Context: an optimization exercise on an open-source flow, tuned for small area and a short achievable clock period. The choices shown serve that exercise and are no tape-out recipe. No driver is modelled on the clock port, so clock power and skew are understated where the tree is cut down; a real chip needs a root buffer or a tree. Power figures rest on the tool's default switching activity, not on a simulated workload.

==> module mul_radix2, before the edit <==
module mul_radix2 #(
    parameter int BIT_WIDTH = 32
) (
    input  logic        clk,
    input  logic        rst,
    input  logic        start,
    input  logic [3:0]  data_in,
    output logic [3:0]  data_out,
    output logic        data_out_valid,
    output logic        result_complete,
    output logic        ready
);
    logic [2:0]  m;
    wire  s_idle = (ready & ~m[0]) | result_complete;
    wire  s_one  = ready & m[0];
    wire  s_recv = ~ready & ~data_out_valid;               
    wire  s_step = data_out_valid & ~result_complete;      
    always_ff @(posedge clk) begin
        if (rst) begin
            ready           <= 1'b1;
            data_out_valid  <= 1'b0;
            result_complete <= 1'b0;
            m               <= 3'd0;
        end else if (s_idle) begin
            ready           <= 1'b1;
            data_out_valid  <= 1'b0;
            result_complete <= 1'b0;
            m               <= {2'd0, start};
        end else if (s_one) begin
            ready           <= 1'b0;
            m               <= 3'd0;
        end else if (s_recv) begin
            if (m == 3'd7) data_out_valid <= 1'b1;
            m <= m + 3'd1;
        end else begin
            if (m == 3'd6) result_complete <= 1'b1;
            m <= m + 3'd1;
        end
    end
    wire a_en  = ~((s_recv & m[2] & m[1]) | s_step);
    wire stepn = (s_recv & m[2] & m[1]) | (s_step & ~(m[2] & m[1]));
    logic [31:0] a_n;      
    logic [27:0] s_reg;    
    logic [12:0] k_reg;    
    logic [1:0]  k0;       
    logic        one0, two0, neg0, one1, two1, neg1;
    logic [3:0]  lr0;                 
    logic [1:0]  lr1;                 
    wire xm1   = neg1;
    wire [2:0] g0 = {data_in[1], data_in[0], xm1};
    wire [2:0] g1 = {data_in[3], data_in[2], data_in[1]};
    wire n_one0 = stepn & (g0[1] ^ g0[0]);
    wire n_two0 = stepn & ((g0[2] & ~g0[1] & ~g0[0]) | (~g0[2] & g0[1] & g0[0]));
    wire n_neg0 = stepn & g0[2];
    wire n_one1 = stepn & (g1[1] ^ g1[0]);
    wire n_two1 = stepn & ((g1[2] & ~g1[1] & ~g1[0]) | (~g1[2] & g1[1] & g1[0]));
    wire n_neg1 = stepn & g1[2];
    wire [32:0] a_ext = {~a_n, 1'b0};
    logic [3:0] n_lr0;
    logic [1:0] n_lr1;
    always_comb begin
        for (int i = 0; i < 4; i++)
            n_lr0[i] = ((n_one0 & a_ext[i+1]) | (n_two0 & a_ext[i])) ^ n_neg0;
        for (int i = 2; i < 4; i++)
            n_lr1[i-2] = ((n_one1 & a_ext[i-1]) | (n_two1 & a_ext[i-2])) ^ n_neg1;
    end
    always_ff @(posedge clk) begin
        if (a_en)
            a_n <= {~data_in, a_n[31:4]};
        one0 <= n_one0; two0 <= n_two0; neg0 <= n_neg0;
        one1 <= n_one1; two1 <= n_two1; neg1 <= n_neg1;
        lr0  <= n_lr0;
        lr1  <= n_lr1;
    end
    logic [31:0] r0, r1;
    always_comb begin
        r0[3:0] = lr0;
        for (int i = 4; i < 32; i++)
            r0[i] = ((one0 & a_ext[i+1]) | (two0 & a_ext[i])) ^ neg0;
        r1[0] = neg1;
        r1[1] = neg1;
        r1[3:2] = lr1;
        for (int i = 4; i < 32; i++)
            r1[i] = ((one1 & a_ext[i-1]) | (two1 & a_ext[i-2])) ^ neg1;
    end
    wire [31:0] s_in = {4'd0, s_reg};
    wire [31:0] x  = s_in ^ r0 ^ r1;
    wire [31:0] yc = (s_in & r0) | (s_in & r1) | (r0 & r1);
    wire [31:0] y  = {yc[30:0], neg1};      
    wire [5:0] nib = {2'd0, x[3:0]} + {2'd0, y[3:0]} + {4'd0, ~k0} + {5'd0, neg0}
                   + {3'd0, ~k_reg[0], 2'd0};
    logic [31:4] sum;
    logic [13:0] bc;                        
    always_comb begin
        for (int j = 0; j < 14; j++) begin
            logic c;
            c = (j < 12) ? ~k_reg[j+1] : 1'b0;    
            sum[2*j+4] = x[2*j+4] ^ y[2*j+4] ^ c;
            c = (x[2*j+4] & y[2*j+4]) | (x[2*j+4] & c) | (y[2*j+4] & c);
            sum[2*j+5] = x[2*j+5] ^ y[2*j+5] ^ c;
            bc[j] = (x[2*j+5] & y[2*j+5]) | (x[2*j+5] & c) | (y[2*j+5] & c);
        end
    end
    always_ff @(posedge clk) begin
        s_reg    <= sum[31:4];
        k_reg    <= ~bc[12:0];
        k0       <= ~nib[5:4];
        data_out <= nib[3:0];
    end
endmodule
Settings: LEC_CHECK=0, ABC_AREA=1, CAP_MARGIN=20, CORE_MARGIN=2, CORE_UTILIZATION=60, SLEW_MARGIN=20; clock period 10.0 ns.
standard.sh (not shown) runs the stock make flow with config.mk's settings and CLKGATE_MAP_FILE= SYNTH_SCRIPT=/design/flow/synth_recipe.tcl, a recipe that flattens the netlist after the stock synthesis.
==> flow/flow/run.sh <==
#!/bin/bash
set -euo pipefail
export BUFFER_PORTS_ARGS="-buffer_cell sky130_fd_sc_hd__buf_2"
export CTS_ARGS="-sink_clustering_enable -repair_clock_nets -dont_use_dummy_load -buf_list sky130_fd_sc_hd__clkbuf_8"
export SETUP_SLACK_MARGIN=7.4
export POST_CTS_TCL="$(pwd)/flow/cts_post.tcl"
bash standard.sh > flow_standard.log 2>&1
Other scripts of this flow, unchanged in this note and not shown: flow/flow/cts_post.tcl
Edit:
==> flow/design.v (replaced) <==
module mul_radix2 #(
    parameter int BIT_WIDTH = 32
) (
    input  logic        clk,
    input  logic        rst,
    input  logic        start,
    input  logic [3:0]  data_in,
    output logic [3:0]  data_out,
    output logic        data_out_valid,
    output logic        result_complete,
    output logic        ready
);
    logic [2:0]  m;
    wire  s_idle = (ready & ~m[0]) | result_complete;
    wire  s_one  = ready & m[0];
    wire  s_recv = ~ready & ~data_out_valid;               
    wire  s_step = data_out_valid & ~result_complete;      
    always_ff @(posedge clk) begin
        if (rst) begin
            ready           <= 1'b1;
            data_out_valid  <= 1'b0;
            result_complete <= 1'b0;
            m               <= 3'd0;
        end else if (s_idle) begin
            ready           <= 1'b1;
            data_out_valid  <= 1'b0;
            result_complete <= 1'b0;
            m               <= {2'd0, start};
        end else if (s_one) begin
            ready           <= 1'b0;
            m               <= 3'd0;
        end else if (s_recv) begin
            if (m == 3'd7) data_out_valid <= 1'b1;
            m <= m + 3'd1;
        end else begin
            if (m == 3'd6) result_complete <= 1'b1;
            m <= m + 3'd1;
        end
    end
    wire a_en  = ~((s_recv & m[2] & m[1]) | s_step);
    wire stepn = (s_recv & m[2] & m[1]) | (s_step & ~(m[2] & m[1]));
    logic [31:0] a_n;      
    logic [27:0] s_reg, c_reg;
    logic        cin;
    logic        one0, two0, neg0, one1, two1, neg1;
    wire xm1   = neg1;
    wire [2:0] g0 = {data_in[1], data_in[0], xm1};
    wire [2:0] g1 = {data_in[3], data_in[2], data_in[1]};
    wire n_one0 = stepn & (g0[1] ^ g0[0]);
    wire n_two0 = stepn & ((g0[2] & ~g0[1] & ~g0[0]) | (~g0[2] & g0[1] & g0[0]));
    wire n_neg0 = stepn & g0[2];
    wire n_one1 = stepn & (g1[1] ^ g1[0]);
    wire n_two1 = stepn & ((g1[2] & ~g1[1] & ~g1[0]) | (~g1[2] & g1[1] & g1[0]));
    wire n_neg1 = stepn & g1[2];
    wire [32:0] a_ext = {~a_n, 1'b0};
    always_ff @(posedge clk) begin
        if (a_en)
            a_n <= {~data_in, a_n[31:4]};
        one0 <= n_one0; two0 <= n_two0; neg0 <= n_neg0;
        one1 <= n_one1; two1 <= n_two1; neg1 <= n_neg1;
    end
    logic [31:0] r0, r1;
    always_comb begin
        for (int i = 0; i < 32; i++)
            r0[i] = ((one0 & a_ext[i+1]) | (two0 & a_ext[i])) ^ neg0;
        r1[0] = neg1;
        r1[1] = neg1;
        for (int i = 2; i < 32; i++)
            r1[i] = ((one1 & a_ext[i-1]) | (two1 & a_ext[i-2])) ^ neg1;
    end
    wire [31:0] s_in = {4'd0, s_reg};
    wire [31:0] c_in = {4'd0, c_reg};
    wire [31:0] x  = s_in ^ c_in ^ r0;
    wire [31:0] yc = (s_in & c_in) | (s_in & r0) | (c_in & r0);
    wire [31:0] y  = {yc[30:0], neg0};
    wire [31:0] s1 = x ^ y ^ r1;
    wire [31:0] cc = (x & y) | (x & r1) | (y & r1);
    wire [31:0] c1 = {cc[30:0], neg1};
    wire [4:0] nib = {1'b0, s1[3:0]} + {1'b0, c1[3:0]} + {4'd0, cin};
    always_ff @(posedge clk) begin
        s_reg    <= s1[31:4];
        c_reg    <= c1[31:4];
        cin      <= nib[4];
        data_out <= nib[3:0];
    end
endmodule
Outcome: Synthesized cell count decreases by 11%; core utilization increases by 1.3 points; global-route usage barely changes; first-iteration DRC count increases by 21%; design area came out lower by 2.0%; worst setup slack got worse by 0.014 ns; sequential power increases by 7.6%; sequential cell count went up by 8.
No run of this note included a check of the RTL's function; only the layout flow was run. In every run of this note, the design's own scripts or RTL, not TritonCTS, make the clock network.

## separate check: timing with driven ports
In the flow no input, the clock included, has a driving cell. The finished layouts below were timed again as built, in two steps.
Step 1 (the two cells are an assumption about what drives the block):
set clk [get_ports {clk}]
set_driving_cell -lib_cell sky130_fd_sc_hd__clkbuf_16 $clk
set_driving_cell -lib_cell sky130_fd_sc_hd__buf_2 [delete_from_list [all_inputs] $clk]
Step 2, shift: input delay + t, output delay - t, t = (earliest + latest rising clock arrival at the registers) / 2. This alone moves slack from input paths to output paths.
a / b / c = ideal / step 1 / step 2; a / b = the first two.
run	shift t [ns]	setup slack, ns	pins driven straight from the clock port
the first run	0.235	7.350 / 7.285 / 7.158	4
the second run	0.238	7.336 / 7.305 / 7.336	4
After both steps setup and hold are still met in every run listed. The setup slack of the first run, which loses most, moves by -0.065 ns with the drivers and by -0.192 ns with both steps.
